This design comes from an exercise in tuning for small area, a short achievable clock period and few clock cycles on the open sky130 flow, not from production work.
Power is estimated from default activity; no workload was simulated.

== v6 ==
==> flow/design.v <==
module Core (
    clk,
    rst,
    init_PC,
    imem_addr,
    imem_rdata,
    dmem_addr,
    dmem_we,
    dmem_wdata,
    dmem_rdata,
    halted
);
input clk;
input rst;
input [7:0] init_PC;
output [7:0] imem_addr;
input [11:0] imem_rdata;
output [7:0] dmem_addr;
output dmem_we;
output [7:0] dmem_wdata;
input [7:0] dmem_rdata;
output reg halted;
reg [7:0] sa;        
reg fv;              
reg kill;            
reg [3:0] op;        
reg [7:0] imm;
reg jres;            
reg stall;           
reg pend;            
reg z, n;
reg [3:0] cnt;       
reg [7:0] s0, s1;
reg [7:0] below;     
reg e_push;          
reg e_pushi;         
reg e_ld;            
reg e_pop;           
reg e_st;
reg e_alu;
reg e_sub;
reg e_jmp, e_jz, e_jn;   
wire ex_taken = e_jmp | (e_jz & z) | (e_jn & n);
assign imem_addr = sa;
assign dmem_addr = imm;
assign dmem_we = e_st;
assign dmem_wdata = s0;
wire [3:0] rop = imem_rdata[11:8];
wire r_halt = rop[3];
wire r_jmp = (rop == 4'd3);
wire r_jz = (rop == 4'd4);
wire r_jn = (rop == 4'd5);
wire capture = fv & ~kill & ~halted & ~stall & ~ex_taken;
wire early_ok = capture & e_pushi;
wire early_res = early_ok & (r_jmp | r_jz | r_jn);
wire early_taken = early_ok & (r_jmp | (r_jz & z) | (r_jn & n));
wire [3:0] nop = stall ? op : rop;
wire nv = stall | (capture & ~r_halt);
wire njres = stall ? jres : early_res;
wire n_uses = (nop[3:1] != 3'b000);
wire n_stall = e_ld & nv & n_uses;
wire ngo = nv & ~n_stall;
wire n_full = e_push ? (cnt == 4'd7) : ((e_pop | e_alu) ? 1'b0 : cnt[3]);
wire [7:0] alu_b = e_sub ? ~s1 : s1;
wire [7:0] alu_r = s0 + alu_b + {7'd0, e_sub};
wire [7:0] cz = {s0[6:0] | s1[6:0], 1'b0};
wire z_add = &((s0 ^ s1) ~^ cz);
wire z_sub = (s0 == s1);
always @(posedge clk) begin
    if (rst) begin
        sa <= init_PC;
        fv <= 1'b0;
        kill <= 1'b0;
        stall <= 1'b0;
        pend <= 1'b0;
        halted <= 1'b0;
        z <= 1'b0;
        n <= 1'b0;
        cnt <= 4'd0;
        s0 <= 8'd0;
        s1 <= 8'd0;
        e_push <= 1'b0;
        e_pushi <= 1'b0;
        e_ld <= 1'b0;
        e_pop <= 1'b0;
        e_st <= 1'b0;
        e_alu <= 1'b0;
        e_jmp <= 1'b0;
        e_jz <= 1'b0;
        e_jn <= 1'b0;
    end else begin
        fv <= 1'b1;
        kill <= ex_taken | early_taken;
        if (ex_taken)
            sa <= s0;
        else if (early_taken)
            sa <= imm;
        else if (!n_stall)
            sa <= sa + 8'd1;
        if (!stall) begin
            op <= rop;
            imm <= imem_rdata[7:0];
            jres <= early_res;
        end
        if (capture & r_halt)
            halted <= 1'b1;
        stall <= n_stall;
        pend <= e_ld;
        e_push <= ngo & (nop[3:1] == 3'b000) & ~n_full;
        e_pushi <= ngo & (nop == 4'd0) & ~n_full;
        e_ld <= ngo & (nop == 4'd1) & ~n_full;
        e_pop <= ngo & ((nop[3:1] == 3'b001) | (nop[3:1] == 3'b010));
        e_st <= ngo & (nop == 4'd2);
        e_alu <= ngo & (nop[3:1] == 3'b011);
        e_jmp <= ngo & ~njres & (nop == 4'd3);
        e_jz <= ngo & ~njres & (nop == 4'd4);
        e_jn <= ngo & ~njres & (nop == 4'd5);
        if (e_push)
            cnt <= cnt + 4'd1;
        else if (e_pop & (cnt != 4'd0))
            cnt <= cnt - 4'd1;
        else if (e_alu & (cnt != 4'd1))
            cnt <= (cnt == 4'd0) ? 4'd1 : cnt - 4'd1;
        if (e_pushi)
            s0 <= imm;
        else if (e_pop)
            s0 <= s1;
        else if (e_alu)
            s0 <= alu_r;
        else if (pend)
            s0 <= dmem_rdata;
        if (e_push)
            s1 <= pend ? dmem_rdata : s0;
        else if (e_pop | e_alu)
            s1 <= below;
        if (e_alu) begin
            z <= e_sub ? z_sub : z_add;
            n <= alu_r[7];
        end
    end
end
always @(posedge clk)
    e_sub <= (nop == 4'd7);
reg [7:0] f0, f1, f2, f3, f4, f5;
always @(posedge clk) begin
    if (e_push) begin
        case (cnt)
            4'd2: f0 <= s1;
            4'd3: f1 <= s1;
            4'd4: f2 <= s1;
            4'd5: f3 <= s1;
            4'd6: f4 <= s1;
            4'd7: f5 <= s1;
            default: ;
        endcase
    end
end
always @(*) begin
    case (cnt)
        4'd3: below = f0;
        4'd4: below = f1;
        4'd5: below = f2;
        4'd6: below = f3;
        4'd7: below = f4;
        4'd8: below = f5;
        default: below = 8'd0;
    endcase
end
endmodule
clock: 4.0 ns
lec_check: 0
abc_clock_period_in_ps: 2000
cap_margin: 20
core_margin: 2
core_utilization: 40
setup_slack_margin: 2.0
slew_margin: 20
run.sh (not shown) runs the stock make flow with config.mk's settings and CLKGATE_MAP_FILE= SYNTH_SCRIPT=/design/flow/synth_recipe.tcl, a recipe that flattens the netlist after the stock synthesis.
Modified inputs, v7 compared to v6
Settings: ABC_CLOCK_PERIOD_IN_PS now 1500, was 2000; SETUP_SLACK_MARGIN now 2.5, was 2.0.
==> comparison <==
[compare] base=v6 new=v7: maximum fanout count along the critical path increased 3; clock network fraction of total power shrank by 0.2 points. NOTE: delay of the slowest cell on the worst path in v7 exceeds that of v6. Per the comparison of v7 with v6, met3 track demand over resource in global routing went up, total global routing track utilization went up. Final-layout clock-cell area share: v7 lower than v6. v7 vs. v6: length of routed met2 wiring up 12%, via-per-instance ratio shows no meaningful change, combinational fraction of design power picked up an extra 3.0 points. In summary, v7 completed successfully, with a layout that passed the timing, design-rule and antenna checks. Placed instance area: v7 higher than v6. Re last weighted congestion value of the routability-driven placer: v7 is 1.5% up on v6.
No run of this note included a check of the RTL's function; only the layout flow was run.

* * *

// Core: RTL as listed in full above, without the edits since
make LEC_CHECK=0 ABC_CLOCK_PERIOD_IN_PS=4000 CAP_MARGIN=20 CORE_MARGIN=2 CORE_UTILIZATION=40 SETUP_SLACK_MARGIN=0 SLEW_MARGIN=20 finish   # period 4.0 ns
The first run finished with timing, DRC and antenna clean.
Rerun with:
- ABC_CLOCK_PERIOD_IN_PS: 4000 -> 2500
- SETUP_SLACK_MARGIN: 0 -> 1.5
Outcome: Sequential share of layout area drops by 0.79 points. Via count went up by 0.69%. Setup slack is better by 0.44 ns. Total power grows by 1.6%. Count of clock-buffer cells in the layout does not change. Final area rises by 2.0%. Utilization is higher by 0.95 points.
Function was not checked in any run of this note: the RTL went through the layout flow alone.

-- separate check: timing with driven ports --
The results above use ideal ports. As a check the final layouts listed here were re-extracted and re-timed, cells and wires unchanged.
Step 1, drivers: a clkbuf_16 drives clk and a buf_2 each remaining input, both assumed.
Step 2 adds t to the input delays and takes it off the output delays; t is the mean of the earliest and latest rising clock arrival at the registers after step 1. Input paths then give back, and output paths get back, about the clock's delay inside the block.
a / b / c = no drivers / after step 1 / after step 2; a / b = the first two.
run	shift t [ns]	setup WS [ns]	worst hold slack (ns)	worst slew at a driven data input, ns	pins driven straight from the clock port
v6	0.386	1.632 / 1.632 / 1.360	0.510 / 0.510 / 0.510	0.06	1
v7	0.388	1.692 / 1.692 / 1.407	0.483 / 0.483 / 0.483	0.05	1
the first run of note 2	0.390	1.208 / 1.208 / 0.873	0.504 / 0.504 / 0.504	0.05	1
the second run of note 2	0.387	1.650 / 1.650 / 1.289	0.507 / 0.507 / 0.507	0.05	1
After both steps setup and hold are still met in every run listed. For the second run of note 2, which loses most, drivers alone change the setup slack by 0.000 ns; drivers and shift together by -0.361 ns.
